From an optimization exercise on the open Yosys and OpenROAD flow, aimed at small area and a short achievable clock period; shortcuts taken in it are not production practice. No run shown here included a check of the RTL's function; only the layout flow was run. Power figures rest on the tool's default switching activity, not on a simulated workload.

===== flow/run.sh =====
#!/bin/bash
# The standard layout, with buf_2 cells as the port buffers.
bash standard.sh "BUFFER_PORTS_ARGS=-buffer_cell sky130_fd_sc_hd__buf_2" finish > standard.log 2>&1

===== standard.sh =====
#!/bin/bash
# synth_recipe.tcl (not shown) runs the flow's synth.tcl, then flattens the netlist and writes it again
# the make line also repeats each setting of config.mk as NAME=value (left out here)
make -C /OpenROAD-flow-scripts/flow DESIGN_CONFIG=/design/flow/config.mk WORK_HOME=/design/flow/orfs CLKGATE_MAP_FILE= SYNTH_SCRIPT=/design/flow/synth_recipe.tcl "${@:-finish}"

===== config.mk =====
export PLATFORM = sky130hd
export DESIGN_NAME = QE_M
export DESIGN_NICKNAME = QE_M
export VERILOG_FILES = /design/flow/design.v
export SDC_FILE = /design/flow/constraint.sdc
export NUM_CORES = 4
export LEC_CHECK = 0
export CAP_MARGIN = 20
export CORE_MARGIN = 2
export CORE_UTILIZATION = 40
export SETUP_SLACK_MARGIN = 4
export SLEW_MARGIN = 20
export SYNTH_HIERARCHICAL = 1

===== constraint.sdc =====
create_clock -name core_clock -period 6.5 [get_ports {clk}]
set_input_delay 1.3000 -clock core_clock [delete_from_list [all_inputs] [get_ports {clk}]]
set_output_delay 1.3000 -clock core_clock [all_outputs]
set_load 0.01 [all_outputs]

===== design.v =====
module QE_M (clk, reset, in_a, in_b, in_c, in_x, mode, valid_in, last_input, valid_out, result);
input wire clk, reset, mode;
input wire [7:0] in_a;
input wire [7:0] in_b;
input wire [7:0] in_c;
input wire [7:0] in_x;
input wire valid_in, last_input;
output reg valid_out;
output wire [15:0] result;
reg T1a14, T1a13, T1b13, T1a12, T1b12, T1c12, T1d12, T1a11, T1b11, T1c11, T1d11, T1a10, T1b10, T1c10, T1d10, T1a9, T1b9, T1c9, T1d9, T1a8, T1b8, T1c8, T1d8, T1a7, T1b7, T1c7, T1d7, T1a6, T1b6, T1c6, T1d6, T1a5, T1b5, T1c5, T1d5, T1a4, T1b4, T1c4, T1d4, T1a3, T1b3, T1c3, T1d3, T1a2, T1b2, T1c2, T1d2, T1a1, T1b1, T1c1, T1a0, T1b0;
reg [7:0]  X1, C1;
reg        m1, f1;
reg [15:0] R;
reg [3:0]  bo, bt, bn;   
reg        x7;
reg [7:0]  C2;
reg        keep2;
reg S3a15, S3b15, S3a14, S3b14, S3a13, S3b13, S3a12, S3b12, S3a11, S3b11, S3a10, S3b10, S3a9, S3b9, S3a8, S3b8, S3a7, S3b7, S3a6, S3b6, S3a5, S3b5, S3a4, S3b4, S3a3, S3b3, S3a2, S3b2, S3a1, S3b1, S3a0, S3b0;
reg [15:0] Y;
reg        q1, q2, q3;   
reg        lastd;        
wire [15:0] S3a = {S3a15, S3a14, S3a13, S3a12, S3a11, S3a10, S3a9, S3a8, S3a7, S3a6, S3a5, S3a4, S3a3, S3a2, S3a1, S3a0};
wire [15:0] S3b = {S3b15, S3b14, S3b13, S3b12, S3b11, S3b10, S3b9, S3b8, S3b7, S3b6, S3b5, S3b4, S3b3, S3b2, S3b1, S3b0};
wire [7:0] bg = in_b & {8{~mode}};
wire pa_0_0, pa_0_1, pa_0_2, pa_0_3, pa_0_4, pa_0_5, pa_0_6, pa_0_7;
wire pa_1_0, pa_1_1, pa_1_2, pa_1_3, pa_1_4, pa_1_5, pa_1_6, pa_1_7;
wire pa_2_0, pa_2_1, pa_2_2, pa_2_3, pa_2_4, pa_2_5, pa_2_6, pa_2_7;
wire pa_3_0, pa_3_1, pa_3_2, pa_3_3, pa_3_4, pa_3_5, pa_3_6, pa_3_7;
wire pa_4_0, pa_4_1, pa_4_2, pa_4_3, pa_4_4, pa_4_5, pa_4_6, pa_4_7;
wire pa_5_0, pa_5_1, pa_5_2, pa_5_3, pa_5_4, pa_5_5, pa_5_6, pa_5_7;
wire pa_6_0, pa_6_1, pa_6_2, pa_6_3, pa_6_4, pa_6_5, pa_6_6, pa_6_7;
wire pa_7_0, pa_7_1, pa_7_2, pa_7_3, pa_7_4, pa_7_5, pa_7_6, pa_7_7;
wire pc_0_0, pc_0_1, pc_0_2, pc_0_3, pc_0_4, pc_0_5, pc_0_6, pc_0_7;
wire pc_0_8, pc_0_9, pc_0_10, pc_0_11, pc_0_12, pc_0_13, pc_0_14, pc_0_15;
wire pc_neg_0, pc_1_2, pc_1_3, pc_1_4, pc_1_5, pc_1_6, pc_1_7, pc_1_8;
wire pc_1_9, pc_1_10, pc_1_11, pc_1_12, pc_1_13, pc_1_14, pc_1_15, pc_neg_1;
wire pc_2_4, pc_2_5, pc_2_6, pc_2_7, pc_2_8, pc_2_9, pc_2_10, pc_2_11;
wire pc_2_12, pc_2_13, pc_2_14, pc_2_15, pc_neg_2, pc_3_6, pc_3_7, pc_3_8;
wire pc_3_9, pc_3_10, pc_3_11, pc_3_12, pc_3_13, pc_3_14, pc_3_15, pc_neg_3;
wire pc_4_8, pc_4_9, pc_4_10, pc_4_11, pc_4_12, pc_4_13, pc_4_14, pc_4_15;
wire pc_acc_1_0, pc_acc_1_1, pc_acc_2_0, pc_acc_2_1, pc_acc_2_2, pc_acc_2_3;
assign pa_0_0 = in_a[0] & in_x[0];
assign pa_0_1 = in_a[0] & in_x[1];
assign pa_0_2 = in_a[0] & in_x[2];
assign pa_0_3 = in_a[0] & in_x[3];
assign pa_0_4 = in_a[0] & in_x[4];
assign pa_0_5 = in_a[0] & in_x[5];
assign pa_0_6 = in_a[0] & in_x[6];
assign pa_0_7 = in_a[0] & in_x[7];
assign pa_1_0 = in_a[1] & in_x[0];
assign pa_1_1 = in_a[1] & in_x[1];
assign pa_1_2 = in_a[1] & in_x[2];
assign pa_1_3 = in_a[1] & in_x[3];
assign pa_1_4 = in_a[1] & in_x[4];
assign pa_1_5 = in_a[1] & in_x[5];
assign pa_1_6 = in_a[1] & in_x[6];
assign pa_1_7 = in_a[1] & in_x[7];
assign pa_2_0 = in_a[2] & in_x[0];
assign pa_2_1 = in_a[2] & in_x[1];
assign pa_2_2 = in_a[2] & in_x[2];
assign pa_2_3 = in_a[2] & in_x[3];
assign pa_2_4 = in_a[2] & in_x[4];
assign pa_2_5 = in_a[2] & in_x[5];
assign pa_2_6 = in_a[2] & in_x[6];
assign pa_2_7 = in_a[2] & in_x[7];
assign pa_3_0 = in_a[3] & in_x[0];
assign pa_3_1 = in_a[3] & in_x[1];
assign pa_3_2 = in_a[3] & in_x[2];
assign pa_3_3 = in_a[3] & in_x[3];
assign pa_3_4 = in_a[3] & in_x[4];
assign pa_3_5 = in_a[3] & in_x[5];
assign pa_3_6 = in_a[3] & in_x[6];
assign pa_3_7 = in_a[3] & in_x[7];
assign pa_4_0 = in_a[4] & in_x[0];
assign pa_4_1 = in_a[4] & in_x[1];
assign pa_4_2 = in_a[4] & in_x[2];
assign pa_4_3 = in_a[4] & in_x[3];
assign pa_4_4 = in_a[4] & in_x[4];
assign pa_4_5 = in_a[4] & in_x[5];
assign pa_4_6 = in_a[4] & in_x[6];
assign pa_4_7 = in_a[4] & in_x[7];
assign pa_5_0 = in_a[5] & in_x[0];
assign pa_5_1 = in_a[5] & in_x[1];
assign pa_5_2 = in_a[5] & in_x[2];
assign pa_5_3 = in_a[5] & in_x[3];
assign pa_5_4 = in_a[5] & in_x[4];
assign pa_5_5 = in_a[5] & in_x[5];
assign pa_5_6 = in_a[5] & in_x[6];
assign pa_5_7 = in_a[5] & in_x[7];
assign pa_6_0 = in_a[6] & in_x[0];
assign pa_6_1 = in_a[6] & in_x[1];
assign pa_6_2 = in_a[6] & in_x[2];
assign pa_6_3 = in_a[6] & in_x[3];
assign pa_6_4 = in_a[6] & in_x[4];
assign pa_6_5 = in_a[6] & in_x[5];
assign pa_6_6 = in_a[6] & in_x[6];
assign pa_6_7 = in_a[6] & in_x[7];
assign pa_7_0 = in_a[7] & in_x[0];
assign pa_7_1 = in_a[7] & in_x[1];
assign pa_7_2 = in_a[7] & in_x[2];
assign pa_7_3 = in_a[7] & in_x[3];
assign pa_7_4 = in_a[7] & in_x[4];
assign pa_7_5 = in_a[7] & in_x[5];
assign pa_7_6 = in_a[7] & in_x[6];
assign pa_7_7 = in_a[7] & in_x[7];
wire ta_1, ta_2, ta_3, ta_4, ta_5, ta_6, ta_7, ta_8;
wire ta_9, ta_10, ta_11, ta_12, ta_13, ta_14, ta_15, ta_16;
wire ta_17, ta_18, ta_19, ta_20, ta_21, ta_22, ta_23, ta_24;
wire ta_25, ta_26, ta_27, ta_28, ta_29, ta_30, ta_31, ta_32;
wire ta_33, ta_34, ta_35, ta_36, ta_37, ta_38, ta_39, ta_40;
wire ta_41, ta_42, ta_43, ta_44, ta_45, ta_46, ta_47, ta_48;
wire ta_49, ta_50;
qe_ha ta_ha0 (.a(pa_0_5), .b(pa_1_4), .s(ta_1), .co(ta_2));
qe_fa ta_fa0 (.a(pa_0_6), .b(pa_1_5), .c(pa_2_4), .s(ta_3), .co(ta_4));
qe_ha ta_ha1 (.a(pa_3_3), .b(pa_4_2), .s(ta_5), .co(ta_6));
qe_fa ta_fa1 (.a(pa_0_7), .b(pa_1_6), .c(pa_2_5), .s(ta_7), .co(ta_8));
qe_fa ta_fa2 (.a(pa_3_4), .b(pa_4_3), .c(pa_5_2), .s(ta_9), .co(ta_10));
qe_ha ta_ha2 (.a(pa_6_1), .b(pa_7_0), .s(ta_11), .co(ta_12));
qe_fa ta_fa3 (.a(pa_1_7), .b(pa_2_6), .c(pa_3_5), .s(ta_13), .co(ta_14));
qe_fa ta_fa4 (.a(pa_4_4), .b(pa_5_3), .c(pa_6_2), .s(ta_15), .co(ta_16));
qe_fa ta_fa5 (.a(pa_2_7), .b(pa_3_6), .c(pa_4_5), .s(ta_17), .co(ta_18));
qe_ha ta_ha3 (.a(pa_0_3), .b(pa_1_2), .s(ta_19), .co(ta_20));
qe_fa ta_fa6 (.a(pa_0_4), .b(pa_1_3), .c(pa_2_2), .s(ta_21), .co(ta_22));
qe_ha ta_ha4 (.a(pa_3_1), .b(pa_4_0), .s(ta_23), .co(ta_24));
qe_fa ta_fa7 (.a(pa_2_3), .b(pa_3_2), .c(pa_4_1), .s(ta_25), .co(ta_26));
qe_fa ta_fa8 (.a(pa_5_0), .b(bg[5]), .c(ta_1), .s(ta_27), .co(ta_28));
qe_fa ta_fa9 (.a(pa_5_1), .b(pa_6_0), .c(bg[6]), .s(ta_29), .co(ta_30));
qe_fa ta_fa10 (.a(ta_2), .b(ta_5), .c(ta_3), .s(ta_31), .co(ta_32));
qe_fa ta_fa11 (.a(bg[7]), .b(ta_6), .c(ta_11), .s(ta_33), .co(ta_34));
qe_fa ta_fa12 (.a(ta_4), .b(ta_7), .c(ta_9), .s(ta_35), .co(ta_36));
qe_fa ta_fa13 (.a(pa_7_1), .b(ta_12), .c(ta_8), .s(ta_37), .co(ta_38));
qe_fa ta_fa14 (.a(ta_10), .b(ta_13), .c(ta_15), .s(ta_39), .co(ta_40));
qe_fa ta_fa15 (.a(pa_5_4), .b(pa_6_3), .c(pa_7_2), .s(ta_41), .co(ta_42));
qe_fa ta_fa16 (.a(ta_14), .b(ta_16), .c(ta_17), .s(ta_43), .co(ta_44));
qe_fa ta_fa17 (.a(pa_3_7), .b(pa_4_6), .c(pa_5_5), .s(ta_45), .co(ta_46));
qe_fa ta_fa18 (.a(pa_6_4), .b(pa_7_3), .c(ta_18), .s(ta_47), .co(ta_48));
qe_fa ta_fa19 (.a(pa_4_7), .b(pa_5_6), .c(pa_6_5), .s(ta_49), .co(ta_50));
wire [7:0] xm = {X1[6:0], 1'b0};   
integer i;
wire tb_1, tb_2, tb_3, tb_4, tb_5, tb_6, tb_7, tb_8;
wire tb_9, tb_10, tb_11, tb_12, tb_13, tb_14, tb_15, tb_16;
wire tb_17, tb_18, tb_19, tb_20, tb_21, tb_22, tb_23, tb_24;
wire tb_25, tb_26, tb_27, tb_28, tb_29, tb_30, tb_31, tb_32;
wire tb_33, tb_34, tb_35, tb_36, tb_37, tb_38, tb_39, tb_40;
wire tb_41, tb_42, tb_43, tb_44, tb_45, tb_46, tb_47, tb_48;
assign tb_1 = T1a2 ^ T1b2;
assign tb_2 = T1a2 & T1b2;
qe_fs tb_fs0 (.a(T1a3), .b(T1b3), .c(T1c3), .s(tb_3));
qe_fc tb_fc0 (.a(T1a3), .b(T1b3), .c(T1c3), .co(tb_4));
qe_fs tb_fs1 (.a(T1a4), .b(T1b4), .c(T1c4), .s(tb_5));
qe_fc tb_fc1 (.a(T1a4), .b(T1b4), .c(T1c4), .co(tb_6));
qe_fs tb_fs2 (.a(T1a5), .b(T1b5), .c(T1c5), .s(tb_7));
qe_fc tb_fc2 (.a(T1a5), .b(T1b5), .c(T1c5), .co(tb_8));
qe_fs tb_fs3 (.a(T1a6), .b(T1b6), .c(T1c6), .s(tb_9));
qe_fc tb_fc3 (.a(T1a6), .b(T1b6), .c(T1c6), .co(tb_10));
qe_fs tb_fs4 (.a(T1a7), .b(T1b7), .c(T1c7), .s(tb_11));
qe_fc tb_fc4 (.a(T1a7), .b(T1b7), .c(T1c7), .co(tb_12));
qe_fs tb_fs5 (.a(T1a8), .b(T1b8), .c(T1c8), .s(tb_13));
qe_fc tb_fc5 (.a(T1a8), .b(T1b8), .c(T1c8), .co(tb_14));
qe_fs tb_fs6 (.a(T1a9), .b(T1b9), .c(T1c9), .s(tb_15));
qe_fc tb_fc6 (.a(T1a9), .b(T1b9), .c(T1c9), .co(tb_16));
qe_fs tb_fs7 (.a(T1a10), .b(T1b10), .c(T1c10), .s(tb_17));
qe_fc tb_fc7 (.a(T1a10), .b(T1b10), .c(T1c10), .co(tb_18));
qe_fs tb_fs8 (.a(T1a11), .b(T1b11), .c(T1c11), .s(tb_19));
qe_fc tb_fc8 (.a(T1a11), .b(T1b11), .c(T1c11), .co(tb_20));
qe_fs tb_fs9 (.a(T1a12), .b(T1b12), .c(T1c12), .s(tb_21));
qe_fc tb_fc9 (.a(T1a12), .b(T1b12), .c(T1c12), .co(tb_22));
assign tb_23 = T1a1 ^ T1b1;
assign tb_24 = T1a1 & T1b1;
qe_fs tb_fs10 (.a(T1c2), .b(T1d2), .c(tb_1), .s(tb_25));
qe_fc tb_fc10 (.a(T1c2), .b(T1d2), .c(tb_1), .co(tb_26));
qe_fs tb_fs11 (.a(T1d3), .b(tb_2), .c(tb_3), .s(tb_27));
qe_fc tb_fc11 (.a(T1d3), .b(tb_2), .c(tb_3), .co(tb_28));
qe_fs tb_fs12 (.a(T1d4), .b(tb_4), .c(tb_5), .s(tb_29));
qe_fc tb_fc12 (.a(T1d4), .b(tb_4), .c(tb_5), .co(tb_30));
qe_fs tb_fs13 (.a(T1d5), .b(tb_6), .c(tb_7), .s(tb_31));
qe_fc tb_fc13 (.a(T1d5), .b(tb_6), .c(tb_7), .co(tb_32));
qe_fs tb_fs14 (.a(T1d6), .b(tb_8), .c(tb_9), .s(tb_33));
qe_fc tb_fc14 (.a(T1d6), .b(tb_8), .c(tb_9), .co(tb_34));
qe_fs tb_fs15 (.a(T1d7), .b(tb_10), .c(tb_11), .s(tb_35));
qe_fc tb_fc15 (.a(T1d7), .b(tb_10), .c(tb_11), .co(tb_36));
qe_fs tb_fs16 (.a(T1d8), .b(tb_12), .c(tb_13), .s(tb_37));
qe_fc tb_fc16 (.a(T1d8), .b(tb_12), .c(tb_13), .co(tb_38));
qe_fs tb_fs17 (.a(T1d9), .b(tb_14), .c(tb_15), .s(tb_39));
qe_fc tb_fc17 (.a(T1d9), .b(tb_14), .c(tb_15), .co(tb_40));
qe_fs tb_fs18 (.a(T1d10), .b(tb_16), .c(tb_17), .s(tb_41));
qe_fc tb_fc18 (.a(T1d10), .b(tb_16), .c(tb_17), .co(tb_42));
qe_fs tb_fs19 (.a(T1d11), .b(tb_18), .c(tb_19), .s(tb_43));
qe_fc tb_fc19 (.a(T1d11), .b(tb_18), .c(tb_19), .co(tb_44));
qe_fs tb_fs20 (.a(T1d12), .b(tb_20), .c(tb_21), .s(tb_45));
qe_fc tb_fc20 (.a(T1d12), .b(tb_20), .c(tb_21), .co(tb_46));
qe_fs tb_fs21 (.a(T1a13), .b(T1b13), .c(tb_22), .s(tb_47));
qe_fc tb_fc21 (.a(T1a13), .b(T1b13), .c(tb_22), .co(tb_48));
wire [15:0] SBa = {1'b0, T1a14, tb_46, tb_44, tb_42, tb_40, tb_38, tb_36, tb_34, tb_32, tb_30, tb_28, tb_26, tb_24, T1c1, T1a0};
wire [15:0] SBb = {1'b0, tb_48, tb_47, tb_45, tb_43, tb_41, tb_39, tb_37, tb_35, tb_33, tb_31, tb_29, tb_27, tb_25, tb_23, T1b0};
assign pc_0_0 = ((bo[0] & R[0])) ^ bn[0];
assign pc_0_1 = ((bo[0] & R[1]) | (bt[0] & R[0])) ^ bn[0];
assign pc_0_2 = ((bo[0] & R[2]) | (bt[0] & R[1])) ^ bn[0];
assign pc_0_3 = ((bo[0] & R[3]) | (bt[0] & R[2])) ^ bn[0];
assign pc_0_4 = ((bo[0] & R[4]) | (bt[0] & R[3])) ^ bn[0];
assign pc_0_5 = ((bo[0] & R[5]) | (bt[0] & R[4])) ^ bn[0];
assign pc_0_6 = ((bo[0] & R[6]) | (bt[0] & R[5])) ^ bn[0];
assign pc_0_7 = ((bo[0] & R[7]) | (bt[0] & R[6])) ^ bn[0];
assign pc_0_8 = ((bo[0] & R[8]) | (bt[0] & R[7])) ^ bn[0];
assign pc_0_9 = ((bo[0] & R[9]) | (bt[0] & R[8])) ^ bn[0];
assign pc_0_10 = ((bo[0] & R[10]) | (bt[0] & R[9])) ^ bn[0];
assign pc_0_11 = ((bo[0] & R[11]) | (bt[0] & R[10])) ^ bn[0];
assign pc_0_12 = ((bo[0] & R[12]) | (bt[0] & R[11])) ^ bn[0];
assign pc_0_13 = ((bo[0] & R[13]) | (bt[0] & R[12])) ^ bn[0];
assign pc_0_14 = ((bo[0] & R[14]) | (bt[0] & R[13])) ^ bn[0];
assign pc_0_15 = ((bo[0] & R[15]) | (bt[0] & R[14])) ^ bn[0];
assign pc_neg_0 = bn[0];
assign pc_1_2 = ((bo[1] & R[0]) | (keep2 & S3a[2])) ^ bn[1];
assign pc_1_3 = ((bo[1] & R[1]) | (bt[1] & R[0]) | (keep2 & S3a[3])) ^ bn[1];
assign pc_1_4 = ((bo[1] & R[2]) | (bt[1] & R[1]) | (keep2 & S3a[4])) ^ bn[1];
assign pc_1_5 = ((bo[1] & R[3]) | (bt[1] & R[2]) | (keep2 & S3a[5])) ^ bn[1];
assign pc_1_6 = ((bo[1] & R[4]) | (bt[1] & R[3]) | (keep2 & S3a[6])) ^ bn[1];
assign pc_1_7 = ((bo[1] & R[5]) | (bt[1] & R[4]) | (keep2 & S3a[7])) ^ bn[1];
assign pc_1_8 = ((bo[1] & R[6]) | (bt[1] & R[5]) | (keep2 & S3a[8])) ^ bn[1];
assign pc_1_9 = ((bo[1] & R[7]) | (bt[1] & R[6]) | (keep2 & S3a[9])) ^ bn[1];
assign pc_1_10 = ((bo[1] & R[8]) | (bt[1] & R[7]) | (keep2 & S3a[10])) ^ bn[1];
assign pc_1_11 = ((bo[1] & R[9]) | (bt[1] & R[8]) | (keep2 & S3a[11])) ^ bn[1];
assign pc_1_12 = ((bo[1] & R[10]) | (bt[1] & R[9]) | (keep2 & S3a[12])) ^ bn[1];
assign pc_1_13 = ((bo[1] & R[11]) | (bt[1] & R[10]) | (keep2 & S3a[13])) ^ bn[1];
assign pc_1_14 = ((bo[1] & R[12]) | (bt[1] & R[11]) | (keep2 & S3a[14])) ^ bn[1];
assign pc_1_15 = ((bo[1] & R[13]) | (bt[1] & R[12]) | (keep2 & S3a[15])) ^ bn[1];
assign pc_neg_1 = bn[1];
assign pc_2_4 = ((bo[2] & R[0]) | (keep2 & S3b[4])) ^ bn[2];
assign pc_2_5 = ((bo[2] & R[1]) | (bt[2] & R[0]) | (keep2 & S3b[5])) ^ bn[2];
assign pc_2_6 = ((bo[2] & R[2]) | (bt[2] & R[1]) | (keep2 & S3b[6])) ^ bn[2];
assign pc_2_7 = ((bo[2] & R[3]) | (bt[2] & R[2]) | (keep2 & S3b[7])) ^ bn[2];
assign pc_2_8 = ((bo[2] & R[4]) | (bt[2] & R[3]) | (keep2 & S3b[8])) ^ bn[2];
assign pc_2_9 = ((bo[2] & R[5]) | (bt[2] & R[4]) | (keep2 & S3b[9])) ^ bn[2];
assign pc_2_10 = ((bo[2] & R[6]) | (bt[2] & R[5]) | (keep2 & S3b[10])) ^ bn[2];
assign pc_2_11 = ((bo[2] & R[7]) | (bt[2] & R[6]) | (keep2 & S3b[11])) ^ bn[2];
assign pc_2_12 = ((bo[2] & R[8]) | (bt[2] & R[7]) | (keep2 & S3b[12])) ^ bn[2];
assign pc_2_13 = ((bo[2] & R[9]) | (bt[2] & R[8]) | (keep2 & S3b[13])) ^ bn[2];
assign pc_2_14 = ((bo[2] & R[10]) | (bt[2] & R[9]) | (keep2 & S3b[14])) ^ bn[2];
assign pc_2_15 = ((bo[2] & R[11]) | (bt[2] & R[10]) | (keep2 & S3b[15])) ^ bn[2];
assign pc_neg_2 = bn[2];
assign pc_3_6 = ((bo[3] & R[0])) ^ bn[3];
assign pc_3_7 = ((bo[3] & R[1]) | (bt[3] & R[0])) ^ bn[3];
assign pc_3_8 = ((bo[3] & R[2]) | (bt[3] & R[1])) ^ bn[3];
assign pc_3_9 = ((bo[3] & R[3]) | (bt[3] & R[2])) ^ bn[3];
assign pc_3_10 = ((bo[3] & R[4]) | (bt[3] & R[3])) ^ bn[3];
assign pc_3_11 = ((bo[3] & R[5]) | (bt[3] & R[4])) ^ bn[3];
assign pc_3_12 = ((bo[3] & R[6]) | (bt[3] & R[5])) ^ bn[3];
assign pc_3_13 = ((bo[3] & R[7]) | (bt[3] & R[6])) ^ bn[3];
assign pc_3_14 = ((bo[3] & R[8]) | (bt[3] & R[7])) ^ bn[3];
assign pc_3_15 = ((bo[3] & R[9]) | (bt[3] & R[8])) ^ bn[3];
assign pc_neg_3 = bn[3];
assign pc_4_8 = x7 & R[0];
assign pc_4_9 = x7 & R[1];
assign pc_4_10 = x7 & R[2];
assign pc_4_11 = x7 & R[3];
assign pc_4_12 = x7 & R[4];
assign pc_4_13 = x7 & R[5];
assign pc_4_14 = x7 & R[6];
assign pc_4_15 = x7 & R[7];
assign pc_acc_1_0 = keep2 & S3a[0];
assign pc_acc_1_1 = keep2 & S3a[1];
assign pc_acc_2_0 = keep2 & S3b[0];
assign pc_acc_2_1 = keep2 & S3b[1];
assign pc_acc_2_2 = keep2 & S3b[2];
assign pc_acc_2_3 = keep2 & S3b[3];
wire tc_1, tc_2, tc_3, tc_4, tc_5, tc_6, tc_7, tc_8;
wire tc_9, tc_10, tc_11, tc_12, tc_13, tc_14, tc_15, tc_16;
wire tc_17, tc_18, tc_19, tc_20, tc_21, tc_22, tc_23, tc_24;
wire tc_25, tc_26, tc_27, tc_28, tc_29, tc_30, tc_31, tc_32;
wire tc_33, tc_34, tc_35, tc_36, tc_37, tc_38, tc_39, tc_40;
wire tc_41, tc_42, tc_43, tc_44, tc_45, tc_46, tc_47, tc_48;
wire tc_49, tc_50, tc_51, tc_52, tc_53, tc_54, tc_55, tc_56;
wire tc_57, tc_58, tc_59, tc_60, tc_61, tc_62, tc_63, tc_64;
wire tc_65, tc_66, tc_67, tc_68, tc_69, tc_70, tc_71, tc_72;
wire tc_73, tc_74, tc_75, tc_76, tc_77, tc_78, tc_79, tc_80;
wire tc_81, tc_82, tc_83, tc_84, tc_85, tc_86, tc_87, tc_88;
wire tc_89, tc_90, tc_91, tc_92, tc_93, tc_94, tc_95, tc_96;
wire tc_97, tc_98, tc_99, tc_100, tc_101, tc_102, tc_103, tc_104;
wire tc_105, tc_106, tc_107, tc_108, tc_109, tc_110, tc_111, tc_112;
wire tc_113, tc_114, tc_115, tc_116;
assign tc_1 = pc_neg_0 ^ C2[0];
assign tc_2 = pc_neg_0 & C2[0];
assign tc_3 = C2[1] ^ pc_acc_1_1;
assign tc_4 = C2[1] & pc_acc_1_1;
qe_fs tc_fs0 (.a(pc_neg_1), .b(C2[2]), .c(pc_acc_2_2), .s(tc_5));
qe_fc tc_fc0 (.a(pc_neg_1), .b(C2[2]), .c(pc_acc_2_2), .co(tc_6));
assign tc_7 = C2[3] ^ pc_acc_2_3;
assign tc_8 = C2[3] & pc_acc_2_3;
qe_fs tc_fs1 (.a(pc_neg_2), .b(C2[4]), .c(pc_0_4), .s(tc_9));
qe_fc tc_fc1 (.a(pc_neg_2), .b(C2[4]), .c(pc_0_4), .co(tc_10));
assign tc_11 = C2[5] ^ pc_0_5;
assign tc_12 = C2[5] & pc_0_5;
qe_fs tc_fs2 (.a(pc_neg_3), .b(C2[6]), .c(pc_0_6), .s(tc_13));
qe_fc tc_fc2 (.a(pc_neg_3), .b(C2[6]), .c(pc_0_6), .co(tc_14));
assign tc_15 = pc_1_6 ^ pc_2_6;
assign tc_16 = pc_1_6 & pc_2_6;
qe_fs tc_fs3 (.a(C2[7]), .b(pc_0_7), .c(pc_1_7), .s(tc_17));
qe_fc tc_fc3 (.a(C2[7]), .b(pc_0_7), .c(pc_1_7), .co(tc_18));
assign tc_19 = pc_2_7 ^ pc_3_7;
assign tc_20 = pc_2_7 & pc_3_7;
qe_fs tc_fs4 (.a(pc_4_8), .b(pc_0_8), .c(pc_1_8), .s(tc_21));
qe_fc tc_fc4 (.a(pc_4_8), .b(pc_0_8), .c(pc_1_8), .co(tc_22));
assign tc_23 = pc_2_8 ^ pc_3_8;
assign tc_24 = pc_2_8 & pc_3_8;
qe_fs tc_fs5 (.a(pc_4_9), .b(pc_0_9), .c(pc_1_9), .s(tc_25));
qe_fc tc_fc5 (.a(pc_4_9), .b(pc_0_9), .c(pc_1_9), .co(tc_26));
assign tc_27 = pc_2_9 ^ pc_3_9;
assign tc_28 = pc_2_9 & pc_3_9;
qe_fs tc_fs6 (.a(pc_4_10), .b(pc_0_10), .c(pc_1_10), .s(tc_29));
qe_fc tc_fc6 (.a(pc_4_10), .b(pc_0_10), .c(pc_1_10), .co(tc_30));
assign tc_31 = pc_2_10 ^ pc_3_10;
assign tc_32 = pc_2_10 & pc_3_10;
qe_fs tc_fs7 (.a(pc_4_11), .b(pc_0_11), .c(pc_1_11), .s(tc_33));
qe_fc tc_fc7 (.a(pc_4_11), .b(pc_0_11), .c(pc_1_11), .co(tc_34));
assign tc_35 = pc_2_11 ^ pc_3_11;
assign tc_36 = pc_2_11 & pc_3_11;
qe_fs tc_fs8 (.a(pc_4_12), .b(pc_0_12), .c(pc_1_12), .s(tc_37));
qe_fc tc_fc8 (.a(pc_4_12), .b(pc_0_12), .c(pc_1_12), .co(tc_38));
assign tc_39 = pc_2_12 ^ pc_3_12;
assign tc_40 = pc_2_12 & pc_3_12;
qe_fs tc_fs9 (.a(pc_4_13), .b(pc_0_13), .c(pc_1_13), .s(tc_41));
qe_fc tc_fc9 (.a(pc_4_13), .b(pc_0_13), .c(pc_1_13), .co(tc_42));
assign tc_43 = pc_2_13 ^ pc_3_13;
assign tc_44 = pc_2_13 & pc_3_13;
qe_fs tc_fs10 (.a(pc_4_14), .b(pc_0_14), .c(pc_1_14), .s(tc_45));
qe_fc tc_fc10 (.a(pc_4_14), .b(pc_0_14), .c(pc_1_14), .co(tc_46));
assign tc_47 = pc_2_14 ^ pc_3_14;
assign tc_48 = pc_2_14 & pc_3_14;
qe_fs tc_fs11 (.a(pc_4_15), .b(pc_0_15), .c(pc_1_15), .s(tc_49));
qe_fc tc_fc11 (.a(pc_4_15), .b(pc_0_15), .c(pc_1_15), .co(tc_50));
assign tc_51 = pc_2_15 ^ pc_3_15;
assign tc_52 = pc_2_15 & pc_3_15;
assign tc_53 = pc_acc_1_0 ^ pc_acc_2_0;
assign tc_54 = pc_acc_1_0 & pc_acc_2_0;
qe_fs tc_fs12 (.a(pc_acc_2_1), .b(tc_2), .c(pc_0_1), .s(tc_55));
qe_fc tc_fc12 (.a(pc_acc_2_1), .b(tc_2), .c(pc_0_1), .co(tc_56));
qe_fs tc_fs13 (.a(pc_0_2), .b(pc_1_2), .c(tc_4), .s(tc_57));
qe_fc tc_fc13 (.a(pc_0_2), .b(pc_1_2), .c(tc_4), .co(tc_58));
qe_fs tc_fs14 (.a(pc_0_3), .b(pc_1_3), .c(tc_7), .s(tc_59));
qe_fc tc_fc14 (.a(pc_0_3), .b(pc_1_3), .c(tc_7), .co(tc_60));
qe_fs tc_fs15 (.a(pc_1_4), .b(pc_2_4), .c(tc_8), .s(tc_61));
qe_fc tc_fc15 (.a(pc_1_4), .b(pc_2_4), .c(tc_8), .co(tc_62));
qe_fs tc_fs16 (.a(pc_1_5), .b(pc_2_5), .c(tc_11), .s(tc_63));
qe_fc tc_fc16 (.a(pc_1_5), .b(pc_2_5), .c(tc_11), .co(tc_64));
qe_fs tc_fs17 (.a(pc_3_6), .b(tc_12), .c(tc_15), .s(tc_65));
qe_fc tc_fc17 (.a(pc_3_6), .b(tc_12), .c(tc_15), .co(tc_66));
qe_fs tc_fs18 (.a(tc_16), .b(tc_19), .c(tc_14), .s(tc_67));
qe_fc tc_fc18 (.a(tc_16), .b(tc_19), .c(tc_14), .co(tc_68));
qe_fs tc_fs19 (.a(tc_20), .b(tc_23), .c(tc_18), .s(tc_69));
qe_fc tc_fc19 (.a(tc_20), .b(tc_23), .c(tc_18), .co(tc_70));
qe_fs tc_fs20 (.a(tc_24), .b(tc_27), .c(tc_22), .s(tc_71));
qe_fc tc_fc20 (.a(tc_24), .b(tc_27), .c(tc_22), .co(tc_72));
qe_fs tc_fs21 (.a(tc_28), .b(tc_31), .c(tc_26), .s(tc_73));
qe_fc tc_fc21 (.a(tc_28), .b(tc_31), .c(tc_26), .co(tc_74));
qe_fs tc_fs22 (.a(tc_32), .b(tc_35), .c(tc_30), .s(tc_75));
qe_fc tc_fc22 (.a(tc_32), .b(tc_35), .c(tc_30), .co(tc_76));
qe_fs tc_fs23 (.a(tc_36), .b(tc_39), .c(tc_34), .s(tc_77));
qe_fc tc_fc23 (.a(tc_36), .b(tc_39), .c(tc_34), .co(tc_78));
qe_fs tc_fs24 (.a(tc_40), .b(tc_43), .c(tc_38), .s(tc_79));
qe_fc tc_fc24 (.a(tc_40), .b(tc_43), .c(tc_38), .co(tc_80));
qe_fs tc_fs25 (.a(tc_44), .b(tc_47), .c(tc_42), .s(tc_81));
qe_fc tc_fc25 (.a(tc_44), .b(tc_47), .c(tc_42), .co(tc_82));
qe_fs tc_fs26 (.a(tc_48), .b(tc_51), .c(tc_46), .s(tc_83));
qe_fc tc_fc26 (.a(tc_48), .b(tc_51), .c(tc_46), .co(tc_84));
assign tc_85 = pc_0_0 ^ tc_1;
assign tc_86 = pc_0_0 & tc_1;
qe_fs tc_fs27 (.a(tc_54), .b(tc_3), .c(tc_55), .s(tc_87));
qe_fc tc_fc27 (.a(tc_54), .b(tc_3), .c(tc_55), .co(tc_88));
qe_fs tc_fs28 (.a(tc_5), .b(tc_56), .c(tc_57), .s(tc_89));
qe_fc tc_fc28 (.a(tc_5), .b(tc_56), .c(tc_57), .co(tc_90));
qe_fs tc_fs29 (.a(tc_6), .b(tc_58), .c(tc_59), .s(tc_91));
qe_fc tc_fc29 (.a(tc_6), .b(tc_58), .c(tc_59), .co(tc_92));
qe_fs tc_fs30 (.a(tc_9), .b(tc_61), .c(tc_60), .s(tc_93));
qe_fc tc_fc30 (.a(tc_9), .b(tc_61), .c(tc_60), .co(tc_94));
qe_fs tc_fs31 (.a(tc_10), .b(tc_62), .c(tc_63), .s(tc_95));
qe_fc tc_fc31 (.a(tc_10), .b(tc_62), .c(tc_63), .co(tc_96));
qe_fs tc_fs32 (.a(tc_13), .b(tc_64), .c(tc_65), .s(tc_97));
qe_fc tc_fc32 (.a(tc_13), .b(tc_64), .c(tc_65), .co(tc_98));
qe_fs tc_fs33 (.a(tc_17), .b(tc_66), .c(tc_67), .s(tc_99));
qe_fc tc_fc33 (.a(tc_17), .b(tc_66), .c(tc_67), .co(tc_100));
qe_fs tc_fs34 (.a(tc_21), .b(tc_68), .c(tc_69), .s(tc_101));
qe_fc tc_fc34 (.a(tc_21), .b(tc_68), .c(tc_69), .co(tc_102));
qe_fs tc_fs35 (.a(tc_25), .b(tc_70), .c(tc_71), .s(tc_103));
qe_fc tc_fc35 (.a(tc_25), .b(tc_70), .c(tc_71), .co(tc_104));
qe_fs tc_fs36 (.a(tc_29), .b(tc_72), .c(tc_73), .s(tc_105));
qe_fc tc_fc36 (.a(tc_29), .b(tc_72), .c(tc_73), .co(tc_106));
qe_fs tc_fs37 (.a(tc_33), .b(tc_74), .c(tc_75), .s(tc_107));
qe_fc tc_fc37 (.a(tc_33), .b(tc_74), .c(tc_75), .co(tc_108));
qe_fs tc_fs38 (.a(tc_37), .b(tc_76), .c(tc_77), .s(tc_109));
qe_fc tc_fc38 (.a(tc_37), .b(tc_76), .c(tc_77), .co(tc_110));
qe_fs tc_fs39 (.a(tc_41), .b(tc_78), .c(tc_79), .s(tc_111));
qe_fc tc_fc39 (.a(tc_41), .b(tc_78), .c(tc_79), .co(tc_112));
qe_fs tc_fs40 (.a(tc_45), .b(tc_80), .c(tc_81), .s(tc_113));
qe_fc tc_fc40 (.a(tc_45), .b(tc_80), .c(tc_81), .co(tc_114));
qe_fs tc_fs41 (.a(tc_49), .b(tc_82), .c(tc_83), .s(tc_115));
qe_fc tc_fc41 (.a(tc_49), .b(tc_82), .c(tc_83), .co(tc_116));
always @(posedge clk) begin
	T1a14 <= pa_7_7;
	T1a13 <= pa_6_7;
	T1b13 <= pa_7_6;
	T1a12 <= pa_5_7;
	T1b12 <= pa_6_6;
	T1c12 <= pa_7_5;
	T1d12 <= ta_50;
	T1a11 <= pa_7_4;
	T1b11 <= ta_46;
	T1c11 <= ta_49;
	T1d11 <= ta_48;
	T1a10 <= ta_42;
	T1b10 <= ta_45;
	T1c10 <= ta_44;
	T1d10 <= ta_47;
	T1a9 <= ta_41;
	T1b9 <= ta_38;
	T1c9 <= ta_40;
	T1d9 <= ta_43;
	T1a8 <= ta_34;
	T1b8 <= ta_36;
	T1c8 <= ta_37;
	T1d8 <= ta_39;
	T1a7 <= ta_30;
	T1b7 <= ta_33;
	T1c7 <= ta_32;
	T1d7 <= ta_35;
	T1a6 <= ta_26;
	T1b6 <= ta_29;
	T1c6 <= ta_28;
	T1d6 <= ta_31;
	T1a5 <= ta_24;
	T1b5 <= ta_22;
	T1c5 <= ta_25;
	T1d5 <= ta_27;
	T1a4 <= bg[4];
	T1b4 <= ta_20;
	T1c4 <= ta_23;
	T1d4 <= ta_21;
	T1a3 <= pa_2_1;
	T1b3 <= pa_3_0;
	T1c3 <= bg[3];
	T1d3 <= ta_19;
	T1a2 <= pa_0_2;
	T1b2 <= pa_1_1;
	T1c2 <= pa_2_0;
	T1d2 <= bg[2];
	T1a1 <= pa_0_1;
	T1b1 <= pa_1_0;
	T1c1 <= bg[1];
	T1a0 <= pa_0_0;
	T1b0 <= bg[0];
	X1 <= mode ? {7'd0, valid_in} : in_x;
	C1 <= in_c & {8{~mode}};
	m1 <= mode;
	f1 <= lastd;
	R  <= SBa + SBb;
	for (i = 0; i < 4; i = i + 1) begin
		bo[i] <= X1[2*i] ^ xm[2*i];
		bt[i] <= (X1[2*i+1] & ~X1[2*i] & ~xm[2*i]) | (~X1[2*i+1] & X1[2*i] & xm[2*i]);
		bn[i] <= X1[2*i+1];
	end
	x7 <= X1[7];
	C2 <= C1;
	keep2 <= m1 & ~f1;
	S3a15 <= tc_114;
	S3b15 <= tc_115;
	S3a14 <= tc_112;
	S3b14 <= tc_113;
	S3a13 <= tc_110;
	S3b13 <= tc_111;
	S3a12 <= tc_108;
	S3b12 <= tc_109;
	S3a11 <= tc_106;
	S3b11 <= tc_107;
	S3a10 <= tc_104;
	S3b10 <= tc_105;
	S3a9 <= tc_102;
	S3b9 <= tc_103;
	S3a8 <= tc_100;
	S3b8 <= tc_101;
	S3a7 <= tc_98;
	S3b7 <= tc_99;
	S3a6 <= tc_96;
	S3b6 <= tc_97;
	S3a5 <= tc_94;
	S3b5 <= tc_95;
	S3a4 <= tc_92;
	S3b4 <= tc_93;
	S3a3 <= tc_90;
	S3b3 <= tc_91;
	S3a2 <= tc_88;
	S3b2 <= tc_89;
	S3a1 <= tc_86;
	S3b1 <= tc_87;
	S3a0 <= tc_53;
	S3b0 <= tc_85;
	Y  <= S3a + S3b;
end
always @(posedge clk or posedge reset) begin
	if (reset) begin
		q1 <= 1'b0;
		q2 <= 1'b0;
		q3 <= 1'b0;
		valid_out <= 1'b0;
		lastd <= 1'b1;
	end else begin
		q1 <= mode ? last_input : valid_in;
		q2 <= q1;
		q3 <= q2;
		valid_out <= q3;
		lastd <= last_input;
	end
end
assign result = Y;
endmodule
module qe_fa (a, b, c, s, co);
input wire a, b, c;
output wire s, co;
assign {co, s} = a + b + c;
endmodule
module qe_fs (a, b, c, s);
input wire a, b, c;
output wire s;
assign s = a ^ b ^ c;
endmodule
module qe_fc (a, b, c, co);
input wire a, b, c;
output wire co;
assign co = (a & b) | (c & (a | b));
endmodule
module qe_ha (a, b, s, co);
input wire a, b;
output wire s, co;
assign {co, s} = a + b;
endmodule

==> summary.txt, run 1 <==
- Status: complete, no violations
- Vias: between 5k and 6k
- Gr ovfl total: 0
- Post-synth ARST share: 3.125%
- Power Density: approximately 500 nW/um^2
- Seq cells post-synth: 160
- Residual DRC count: 0
- Slew HR: a little under two fifths
- Peak supply drop: approximately 0.00019 V
- FF-to-FF End: R[12]
- Critical Path Start Type: flop
- Fin crit period: roughly 2.5 ns
- Worst Skew: slightly above 0.01 ns
- Max H-tree Level: 4
- Root Buffer: clkbuf_16
- Setup TNS: 0 ns
- Count of pins over their slew limit: 0
- Drt total wl: roughly 19000 microns
- Min-delay worst type: flop to flop
- Max Fclk: roughly 400 MHz
- Cell at the slowest stage of the critical path: xor3_1
- Synth warnings: 7
- Cells on worst reg2reg path: 8
- Crit-path cells: xor3_1 > maj3_2 > ha_4 > o21ai_0 > o21ai_1 > a2111oi_1 > or3_1 > xnor2_1
- Logic pwr share: around half
- Vias in the first global route: ~5.9k
- Endpoints failing hold: 0
- Port Buffers: between 50 and 60
- CP max stage delay: around 0.43 ns
- Crit Path Max Fanout: 5
- Routed Antenna Nets: 0
- Chip height: between 150 and 200 microns
- Drt wl/cell: ~17 microns
- Switching power: 1791 uW
- Arr. time, crit path: 2.82 ns
- Core area: 22710 sq um
- Primary FF master, synth: dfxtp_1
- Worst flop-to-flop path startpoint: T1b3
- Skew-Pair Late Insertion Delay: ~0.43 ns
- CTS tree: built
- RSZ-0062 raised after global routing: true
- Post-synth EDFFs: 0
- DR vias/cell: 5.253
- Gpl congestion: 0.7758
- Layout cells sized above 1: 21.90%
- CP Capture Type: flop
- Area share of the largest cell type after synthesis: 33.41%
- First-pass GRT wire length: between 30000 and 40000 microns
- CP Class: flop to flop
- Internal Pwr Total: about 3300 uW
- Die area: 24460 sq um
- Die span in x: between 150 and 200 microns
- Reg2Reg Setup Slack: 3.99 ns
- Slew @ Worst Pin: just over 0.9 ns
- Sequential fraction of the synthesis area: 34.77%
- Number of DRC markers in iteration 0: 439
- Buf+Inv Stages, Crit Path: 0
- WHS Path Cells: 0
- Syn Nets: a little under 900
- Nets: 920
- Layout area overhead: 13.05%
- Period utilisation layout: between 30% and 40%
- Total iterations of the first detailed-routing run: 6
- Post-synthesis cell area: around 9300 sq um
- Starting Density: about two fifths
- Met2 Use GR: between 20% and 30%
- Yosys cell types: 52
- Util after Layout: about 46%
- Clock Path Buffers: 2
- Switching Share: a little over a third
- Reg power frac: just under 30%
- Sink Count: 160
- I/O Pins: 54
- All-Layer GR Usage: between 10% and 20%
- Cts hold-fix bufs: 0
- Leak pwr: 0.004509 uW
- Post-Syn Area per Cell: roughly 12 sq um
- Detailed Place HPWL: 13760 microns
- MaxCap Viol Count: 0
- Clk pwr share: between 15 and 20%
- Largest net degree at the start of global routing: 33
- Antenna cells: 0
- Worst path top cell family by delay: adder cells
- Worst hold start: C1[4]
- Met3 usage: 3.655%
- Clock Pin Slew Worst Setup and Hold Paths: around 0.07 ns
- Worst Hold Path EP: C2[4]
- Dominant cells by area after synthesis: dfxtp_1, xor3_1, maj3_2
- Final setup vio count: 0
- Required time of the critical path: about 6.8 ns
- Busiest grt layer: met2
- Post-Synthesis Cells: 766
- Initial antenna violation count: 0
- CTS Buf Count: 17
- Area leader, netlist: dfxtp_1
- Fill count: 2086
- Grt met1 use: between 20% and 30%
- Site Rows: 55
==> cell usage after synthesis, types with 3 or more instances <==
master	n
buf_2	3
a21o_1	6
nand3_1	10
ha_1	52
and2_1	79
a222oi_1	24
inv_1	3
nand3b_1	4
nor2_1	18
a21oi_1	23
clkbuf_1	27
fa_1	22
nor2b_1	26
dfxtp_1	155
dfrtp_1	4
mux2_2	3
nand2b_1	4
or3_1	3
a22oi_1	26
nand2_1	15
o21a_1	4
o21ai_0	13
xnor2_1	67
xor2_1	14
maj3_2	61
xor3_1	64
==> per-module statistics from Yosys, one instance, submodules excluded <==
module,cells inside,area (sq um),flip-flops and latches,times used
QE_M,616,6618,160,1
qe_fc,1,11.26,0,61
qe_fa,1,20.02,0,20
qe_fs,1,23.77,0,64
qe_ha,1,12.51,0,5
==> metal layers <==
| layer | up-vias | routed length, microns | part of all wire [%] |
|---|---|---|---|
| li1 | 2840 | - | - |
| met1 | 2809 | 8918 | 47 |
| met2 | 144 | 8826 | 47 |
| met3 | 22 | 932 | 4.9 |
| met4 | 0 | 250 | 1.3 |
| met5 | - | 0 | 0 |
==> cell type report <==
class	instances	area (sq um)	area share, %
Clock buffer	18	439.2	4.182
Clock inverter	14	146.4	1.394
Inverter	3	11.26	0.1072
Multi-Input combinational cell	572	6032	57.44
Sequential cell	160	3236	30.81
Tap cell	285	356.6	3.396
Timing Repair Buffer	55	280.3	2.669
==> how the worst max path moves through the flow <==
stage | startpoint | end | slack (ns) | cells past startpoint
2_1_floorplan | in_a[5] | T1d7 | 3.98 | 3
3_3_place_gp | in_x[2] | T1d7 | 3.71 | 4
3_5_place_dp | in_x[2] | T1d7 | 3.72 | 4
4_1_cts | T1b8 | R[12] | 3.96 | 8
5_1_grt | T1b3 | R[12] | 3.88 | 8
6_report | T1b3 | R[12] | 3.99 | 8
==> cells by family (layout without fill, tap and decap cells) <==
kind of cell	count (synthesis)	in the layout	synth area share, %
multiplexers	5	5	0.5792
AND/OR/NAND/NOR	168	168	10.37
XOR/XNOR	145	145	24.02
adder cells (fa/ha/maj)	135	135	19.14
AO/OA/AOI/OAI	119	119	9.712
flip-flops	160	160	34.77
buffers and inverters	34	90	1.414
==> registers in the layout, indices dropped and copies added, names as in the netlist, 4 cells and up <==
signal,cells
Y,16
C2,8
bn,4
C1,8
bt,4
X1,8
bo,4
R,16
==> power by group through the flow <==
stage	logic (uW)	clock network [uW]	registers (uW)
floorplan	2170	0	1410
global placement	2500	0	1540
detailed placement	2520	0	1540
CTS	2580	1030	1520
global route	2860	1070	1550
finish	2610	1000	1530
==> stage by stage <==
stage / setup slack, ns / total power [uW] / area, sq um / cells / hold WS (ns)
final: 3.995 / 5132 / 10500 / 1107 / 0.3215
after global routing: 3.875 / 5484 / 10500 / 1107 / 0.3260
after CTS: 3.958 / 5128 / 10430 / 1105 / 0.3239
after detailed placement: 3.719 / 4060 / 9796 / 1073 / 0.3121
after global placement: 3.714 / 4039 / 9796 / 1073 / 0.3118
after floorplan: 3.977 / 3575 / 9294 / 766 / 0.3096
==> cell usage in the layout, fill, tap and decap left out, types with 9 or more instances in the layout <==
cell type / count
dfxtp_1: 150
o21ai_0: 11
a21oi_1: 21
nor2_1: 17
nand2_1: 15
maj3_2: 61
a222oi_1: 24
and2_1: 77
a22oi_1: 26
nor2b_1: 26
xnor2_1: 67
fa_1: 22
clkbuf_16: 17
ha_1: 45
xor3_1: 63
buf_2: 53
xor2_1: 14
nand3_1: 9
==> what timing repair did <==
action / CTS / global route
pin swaps: 6 / 6
resized for setup: 10 / 13
buffers inserted: 0 / 2
setup endpoints to repair: 26 / 18
==> run 2: changes to the inputs <==
--- a/design.v
+++ b/design.v
@@ -112,27 +112,52 @@
 wire ta_49, ta_50;
-qe_ha ta_ha0 (.a(pa_0_5), .b(pa_1_4), .s(ta_1), .co(ta_2));
-qe_fa ta_fa0 (.a(pa_0_6), .b(pa_1_5), .c(pa_2_4), .s(ta_3), .co(ta_4));
-qe_ha ta_ha1 (.a(pa_3_3), .b(pa_4_2), .s(ta_5), .co(ta_6));
-qe_fa ta_fa1 (.a(pa_0_7), .b(pa_1_6), .c(pa_2_5), .s(ta_7), .co(ta_8));
-qe_fa ta_fa2 (.a(pa_3_4), .b(pa_4_3), .c(pa_5_2), .s(ta_9), .co(ta_10));
-qe_ha ta_ha2 (.a(pa_6_1), .b(pa_7_0), .s(ta_11), .co(ta_12));
-qe_fa ta_fa3 (.a(pa_1_7), .b(pa_2_6), .c(pa_3_5), .s(ta_13), .co(ta_14));
-qe_fa ta_fa4 (.a(pa_4_4), .b(pa_5_3), .c(pa_6_2), .s(ta_15), .co(ta_16));
-qe_fa ta_fa5 (.a(pa_2_7), .b(pa_3_6), .c(pa_4_5), .s(ta_17), .co(ta_18));
-qe_ha ta_ha3 (.a(pa_0_3), .b(pa_1_2), .s(ta_19), .co(ta_20));
-qe_fa ta_fa6 (.a(pa_0_4), .b(pa_1_3), .c(pa_2_2), .s(ta_21), .co(ta_22));
-qe_ha ta_ha4 (.a(pa_3_1), .b(pa_4_0), .s(ta_23), .co(ta_24));
-qe_fa ta_fa7 (.a(pa_2_3), .b(pa_3_2), .c(pa_4_1), .s(ta_25), .co(ta_26));
-qe_fa ta_fa8 (.a(pa_5_0), .b(bg[5]), .c(ta_1), .s(ta_27), .co(ta_28));
-qe_fa ta_fa9 (.a(pa_5_1), .b(pa_6_0), .c(bg[6]), .s(ta_29), .co(ta_30));
-qe_fa ta_fa10 (.a(ta_2), .b(ta_5), .c(ta_3), .s(ta_31), .co(ta_32));
-qe_fa ta_fa11 (.a(bg[7]), .b(ta_6), .c(ta_11), .s(ta_33), .co(ta_34));
-qe_fa ta_fa12 (.a(ta_4), .b(ta_7), .c(ta_9), .s(ta_35), .co(ta_36));
-qe_fa ta_fa13 (.a(pa_7_1), .b(ta_12), .c(ta_8), .s(ta_37), .co(ta_38));
-qe_fa ta_fa14 (.a(ta_10), .b(ta_13), .c(ta_15), .s(ta_39), .co(ta_40));
-qe_fa ta_fa15 (.a(pa_5_4), .b(pa_6_3), .c(pa_7_2), .s(ta_41), .co(ta_42));
-qe_fa ta_fa16 (.a(ta_14), .b(ta_16), .c(ta_17), .s(ta_43), .co(ta_44));
-qe_fa ta_fa17 (.a(pa_3_7), .b(pa_4_6), .c(pa_5_5), .s(ta_45), .co(ta_46));
-qe_fa ta_fa18 (.a(pa_6_4), .b(pa_7_3), .c(ta_18), .s(ta_47), .co(ta_48));
-qe_fa ta_fa19 (.a(pa_4_7), .b(pa_5_6), .c(pa_6_5), .s(ta_49), .co(ta_50));
+assign ta_1 = pa_0_5 ^ pa_1_4;
+assign ta_2 = pa_0_5 & pa_1_4;
+qe_fs ta_fs0 (.a(pa_0_6), .b(pa_1_5), .c(pa_2_4), .s(ta_3));
+qe_fc ta_fc0 (.a(pa_0_6), .b(pa_1_5), .c(pa_2_4), .co(ta_4));
+assign ta_5 = pa_3_3 ^ pa_4_2;
+assign ta_6 = pa_3_3 & pa_4_2;
+qe_fs ta_fs1 (.a(pa_0_7), .b(pa_1_6), .c(pa_2_5), .s(ta_7));
+qe_fc ta_fc1 (.a(pa_0_7), .b(pa_1_6), .c(pa_2_5), .co(ta_8));
+qe_fs ta_fs2 (.a(pa_3_4), .b(pa_4_3), .c(pa_5_2), .s(ta_9));
+qe_fc ta_fc2 (.a(pa_3_4), .b(pa_4_3), .c(pa_5_2), .co(ta_10));
+assign ta_11 = pa_6_1 ^ pa_7_0;
+assign ta_12 = pa_6_1 & pa_7_0;
+qe_fs ta_fs3 (.a(pa_1_7), .b(pa_2_6), .c(pa_3_5), .s(ta_13));
+qe_fc ta_fc3 (.a(pa_1_7), .b(pa_2_6), .c(pa_3_5), .co(ta_14));
+qe_fs ta_fs4 (.a(pa_4_4), .b(pa_5_3), .c(pa_6_2), .s(ta_15));
+qe_fc ta_fc4 (.a(pa_4_4), .b(pa_5_3), .c(pa_6_2), .co(ta_16));
+qe_fs ta_fs5 (.a(pa_2_7), .b(pa_3_6), .c(pa_4_5), .s(ta_17));
+qe_fc ta_fc5 (.a(pa_2_7), .b(pa_3_6), .c(pa_4_5), .co(ta_18));
+assign ta_19 = pa_0_3 ^ pa_1_2;
+assign ta_20 = pa_0_3 & pa_1_2;
+qe_fs ta_fs6 (.a(pa_0_4), .b(pa_1_3), .c(pa_2_2), .s(ta_21));
+qe_fc ta_fc6 (.a(pa_0_4), .b(pa_1_3), .c(pa_2_2), .co(ta_22));
+assign ta_23 = pa_3_1 ^ pa_4_0;
+assign ta_24 = pa_3_1 & pa_4_0;
+qe_fs ta_fs7 (.a(pa_2_3), .b(pa_3_2), .c(pa_4_1), .s(ta_25));
+qe_fc ta_fc7 (.a(pa_2_3), .b(pa_3_2), .c(pa_4_1), .co(ta_26));
+qe_fs ta_fs8 (.a(pa_5_0), .b(bg[5]), .c(ta_1), .s(ta_27));
+qe_fc ta_fc8 (.a(pa_5_0), .b(bg[5]), .c(ta_1), .co(ta_28));
+qe_fs ta_fs9 (.a(pa_5_1), .b(pa_6_0), .c(bg[6]), .s(ta_29));
+qe_fc ta_fc9 (.a(pa_5_1), .b(pa_6_0), .c(bg[6]), .co(ta_30));
+qe_fs ta_fs10 (.a(ta_2), .b(ta_5), .c(ta_3), .s(ta_31));
+qe_fc ta_fc10 (.a(ta_2), .b(ta_5), .c(ta_3), .co(ta_32));
+qe_fs ta_fs11 (.a(bg[7]), .b(ta_6), .c(ta_11), .s(ta_33));
+qe_fc ta_fc11 (.a(bg[7]), .b(ta_6), .c(ta_11), .co(ta_34));
+qe_fs ta_fs12 (.a(ta_4), .b(ta_7), .c(ta_9), .s(ta_35));
+qe_fc ta_fc12 (.a(ta_4), .b(ta_7), .c(ta_9), .co(ta_36));
+qe_fs ta_fs13 (.a(pa_7_1), .b(ta_12), .c(ta_8), .s(ta_37));
+qe_fc ta_fc13 (.a(pa_7_1), .b(ta_12), .c(ta_8), .co(ta_38));
+qe_fs ta_fs14 (.a(ta_10), .b(ta_13), .c(ta_15), .s(ta_39));
+qe_fc ta_fc14 (.a(ta_10), .b(ta_13), .c(ta_15), .co(ta_40));
+qe_fs ta_fs15 (.a(pa_5_4), .b(pa_6_3), .c(pa_7_2), .s(ta_41));
+qe_fc ta_fc15 (.a(pa_5_4), .b(pa_6_3), .c(pa_7_2), .co(ta_42));
+qe_fs ta_fs16 (.a(ta_14), .b(ta_16), .c(ta_17), .s(ta_43));
+qe_fc ta_fc16 (.a(ta_14), .b(ta_16), .c(ta_17), .co(ta_44));
+qe_fs ta_fs17 (.a(pa_3_7), .b(pa_4_6), .c(pa_5_5), .s(ta_45));
+qe_fc ta_fc17 (.a(pa_3_7), .b(pa_4_6), .c(pa_5_5), .co(ta_46));
+qe_fs ta_fs18 (.a(pa_6_4), .b(pa_7_3), .c(ta_18), .s(ta_47));
+qe_fc ta_fc18 (.a(pa_6_4), .b(pa_7_3), .c(ta_18), .co(ta_48));
+qe_fs ta_fs19 (.a(pa_4_7), .b(pa_5_6), .c(pa_6_5), .s(ta_49));
+qe_fc ta_fc19 (.a(pa_4_7), .b(pa_5_6), .c(pa_6_5), .co(ta_50));
 wire [7:0] xm = {X1[6:0], 1'b0};   
==> summary.txt, run 2 <==
- Status: complete, no violations (unchanged)
- Dominant cells by area after synthesis: dfxtp_1, xor3_1, maj3_2 (unchanged)
- Skew-Pair Late Insertion Delay: 0.43 ns (about the same)
- Site Rows: 57 (was 55)
- Most frequent cells in the layout: dfxtp_1, xor3_1, and2_1, maj3_2, xnor2_1 (was dfxtp_1, and2_1, xnor2_1)
- Worst Skew: 0.01620 ns (was 0.01025 ns)
- Port Buffers: 53 (unchanged)
- End of the critical path: R[15] (was R[12])
- Drt total wl: 20300 microns (was 18930 microns)
- Adder-cell share of the synthesized area: 16.47% (was 19.14%)
- FF-to-FF End: R[15] (was R[12])
- Gr ovfl total: 0 (unchanged)
- Die area: 25590 sq um (was 24460 sq um)
- Seq cells post-synth: 160 (unchanged)
- Post-Syn Area per Cell: 11.95 sq um (was 12.13 sq um)
- Reg2Reg Setup Slack: 4.01 ns (was 3.99 ns)
- Critical Path Start Type: flop (unchanged)
- I/O Pins: 54 (unchanged)
- Post-Synthesis Cells: 814 (was 766)
- CP Capture Type: flop (unchanged)
- First-pass GRT wire length: 32660 microns (was 30770 microns)
- Slew @ Worst Pin: 0.9086 ns (was 0.9316 ns)
- Simple-gate area share of the yosys netlist: 10.79% (was 10.37%)
- Switching Share: 35.72% (was 34.89%)
- Commonest non-fill, non-tap cell in the layout: dfxtp_1 (unchanged)
- Clock Path Buffers: 2 (unchanged)
- Endpoints failing hold: 0 (unchanged)
- Antenna cells: 0 (unchanged)
- Logic pwr share: 54.0% (was 50.8%)
- Post-synth ARST share: 3.125% (unchanged)
- Routed Antenna Nets: 0 (unchanged)
- Cts hold-fix bufs: 0 (unchanged)
- Count leader, synth: dfxtp_1 (unchanged)
- Primary FF master, synth: dfxtp_1 (unchanged)
- Layout cells sized above 1: 24.37% (was 21.90%)
- Fill count: 2240 (was 2086)
- Leak pwr: 0.004793 uW (was 0.004509 uW)
- DR vias/cell: 5.171 (was 5.253)
- Post-synth EDFFs: 0 (unchanged)
- Critical Path Source: T1c7 (was T1b3)
- Total iterations of the first detailed-routing run: 9 (was 6)
- Arr. time, crit path: 2.84 ns (was 2.82 ns)
- Required time of the critical path: 6.85 ns (was 6.81 ns)
- MaxCap Viol Count: 0 (unchanged)
- Gpl congestion: 0.7711 (was 0.7758)
- Top post-synthesis cells by count: dfxtp_1, xor3_1, and2_1, maj3_2, xnor2_1 (was dfxtp_1, and2_1, xnor2_1)
- Fin crit period: 2.489 ns (was 2.505 ns)
- Sink Count: 160 (unchanged)
- Core area: 24110 sq um (was 22710 sq um)
- Switching power: 1965 uW (was 1791 uW)
- Final setup vio count: 0 (unchanged)
- Min-delay worst type: flop to flop (unchanged)
- Min Hold Slack: 0.3242 ns (was 0.3215 ns)
- Detailed Place HPWL: 14760 microns (was 13760 microns)
- Area share of the largest cell type after synthesis: 31.89% (was 33.41%)
- Setup TNS: 0 ns (unchanged)
- Util after Layout: 46.21% (was 46.24%)
- Starting Density: 40.37% (was 40.90%)
- Mux share of post-synthesis cell area: 0.4500% (was 0.5792%)
- Max H-tree Level: 4 (unchanged)
- All-Layer GR Usage: 16.17% (was 16.22%)
- Peak supply drop: 0.0001922 V (was 0.0001867 V)
- Count of pins over their slew limit: 0 (unchanged)
- Vias: 6216 (was 5815)
- Yosys cell types: 61 (was 52)
- Drt wl/cell: 16.89 microns (was 17.10 microns)
- Residual DRC count: 0 (unchanged)
- Sequential fraction of the synthesis area: 33.19% (was 34.77%)
- Number of DRC markers in iteration 0: 481 (was 439)
- Post-synthesis cell area: 9731 sq um (was 9289 sq um)
- Largest net degree at the start of global routing: 33 (unchanged)
- Synth Area in Compound Gates: 10.08% (was 9.712%)
- Worst flop-to-flop path startpoint: T1c7 (was T1b3)
- Die span in x: 160.0 microns (was 156.4 microns)
- Vias in the first global route: 6157 (was 5871)
- Power Density: 493.8 nW/um^2 (was 488.7 nW/um^2)
- Synth warnings: 7 (unchanged)
- Synth Area in XOR/XNOR: 27.36% (was 24.02%)
- Root Buffer: clkbuf_16 (unchanged)
- Largest family of logic cells by synthesized area: XOR/XNOR gates (unchanged)
- Area leader, netlist: dfxtp_1 (unchanged)
- Layout area overhead: 14.48% (was 13.05%)
- Initial antenna violation count: 0 (unchanged)
- CTS Buf Count: 17 (unchanged)
- Largest regs: R (16), Y (16) (unchanged)
- Syn Nets: 905 (was 877)
- CP Class: flop to flop (unchanged)
- Max Fclk: 401.8 MHz (was 399.1 MHz)
- Period utilisation layout: 38.29% (was 38.55%)
- Clock Pin Slew Worst Setup and Hold Paths: 0.07 ns (about the same)
- Cells on worst reg2reg path: 8 (unchanged)
- Clk pwr share: 18.5% (was 19.5%)
- Reg power frac: 27.6% (was 29.7%)
- Chip height: 160.0 microns (was 156.4 microns)
- Nets: 956 (was 920)
- RSZ-0062 raised after global routing: true (unchanged)
- CTS tree: built (unchanged)
- Crit Path Max Fanout: 5 (unchanged)
- Slew HR: 39.35% (was 37.81%)
- Internal Pwr Total: 3536 uW (was 3342 uW)
[run 2: cell count changes in the layout (fill, tap and decap cells not counted), moves of 4 or more]
cell	before	now
dfxtp_1	150	146
nand4_1	1	5
nand2_1	15	20
nor3_1	2	7
buf_4	2	11
maj3_2	61	81
fa_1	22	2
nor2b_1	26	30
xor3_1	63	84
and2_1	77	81
nand3_1	9	5
[run 2: timing repair]
action | 4_1_cts | 5_1_grt
pin swaps | 0 | 23
resized for setup | 8 | 26
buffers inserted | 0 | 11
endpoints found under the setup margin | 5 | 20
[run 2: critical path: stages (launching register included)]
cell and delay, ns:
dfxtp_2 0.34, xor3_1 0.43, maj3_2 0.35, ha_4 0.32, nand2_4 0.07, or3_4 0.39
o31ai_4 0.24, nand4_1 0.13, a21oi_1 0.15
[run 2: worst min path at each step]
stage / startpoint / end / slack [ns] / depth (start not counted)
3_5_place_dp: C1[4] / C2[4] / 0.31 / 0
2_1_floorplan: C1[0] / C2[0] / 0.31 / 0
5_1_grt: C1[5] / C2[5] / 0.33 / 0
6_report: C1[7] / C2[7] / 0.32 / 0
3_3_place_gp: C1[6] / C2[6] / 0.31 / 0
4_1_cts: C1[7] / C2[7] / 0.33 / 0
[run 2: per-stage QoR]
stage          total power, uW  setup slack (ns)  std cells  area (sq um)
3_3_place_gp              4195             3.900       1159         10270
5_1_grt                   5870             3.899       1202         11140
6_report                  5501             4.011       1202         11140
3_5_place_dp              4202             3.873       1159         10270
4_1_cts                   5290             3.930       1191         10920
2_1_floorplan             3701             4.088        814          9731
[run 2: layout make-up]
class	count	area [sq um]	share of cell area (%)
clock buffer	18	439.2	3.943
clock inverter	14	166.4	1.494
inverter	7	26.28	0.2359
multi-input combinational	614	6491	58.27
sequential	160	3243	29.11
tap	324	405.4	3.639
timing repair buffer	65	367.9	3.302
[run 2: per-module statistics from Yosys, one instance, submodules excluded]
module	flops+latches	area, sq um	copies in the design
qe_fs	0	23.77	84
qe_fc	0	11.26	81
QE_M	160	6822	1
[run 2: logic make-up (layout without fill, tap and decap cells)]
| logic type | count (synthesis) | after routing |
|---|---|---|
| flops | 160 | 160 |
| compound gates | 132 | 132 |
| mux | 4 | 4 |
| simple gates | 183 | 183 |
| fa+ha+maj | 135 | 135 |
| xor+xnor | 160 | 160 |
| buf+inv | 40 | 104 |
[run 2: layer usage]
layer	vias up	wire (microns)	track usage, %
li1	3064	-	-
met3	16	937	2.987
met2	147	9695	27.17
met5	-	0	0
met1	2989	9415	21.38
met4	0	251	4.627
[run 2: power by group through the flow]
stage | Combinational (uW) | Clock [uW] | Sequential [uW]
global placement | 2660 | 0 | 1530
floorplan | 2290 | 0 | 1410
global route | 3230 | 1090 | 1550
CTS | 2740 | 1040 | 1510
finish | 2970 | 1020 | 1520
detailed placement | 2670 | 0 | 1530

## afterwards: timing with drivers on the ports
No port has a modelled driver above. Below, the same layouts with a new extraction and two added sets of constraints. Step 1: set_driving_cell puts a clkbuf_16 on clk and a buf_2 on each other input, an assumption about the parent block. Step 2 adds t to the input delays and takes it off the output delays; t is the mean of the earliest and latest rising clock arrival at the registers after step 1. Input paths then give back, and output paths get back, about the clock's delay inside the block. Three values: no drivers, after step 1, after step 2; two values: the first two.
run | t (ns) | slack for setup (ns) | clock arrival spread, ns | worst register clock-pin slew, ns | cell pins on the clock port's net
run 1 | 0.473 | 3.995 / 3.995 / 3.725 | 0.012 / 0.011 | 0.07 / 0.07 | 1
run 2 | 0.471 | 4.011 / 4.011 / 3.877 | 0.020 / 0.019 | 0.08 / 0.08 | 1
After both steps setup and hold are still met in every run listed. For run 1, which loses most, drivers alone change the setup slack by 0.000 ns; drivers and shift together by -0.270 ns.
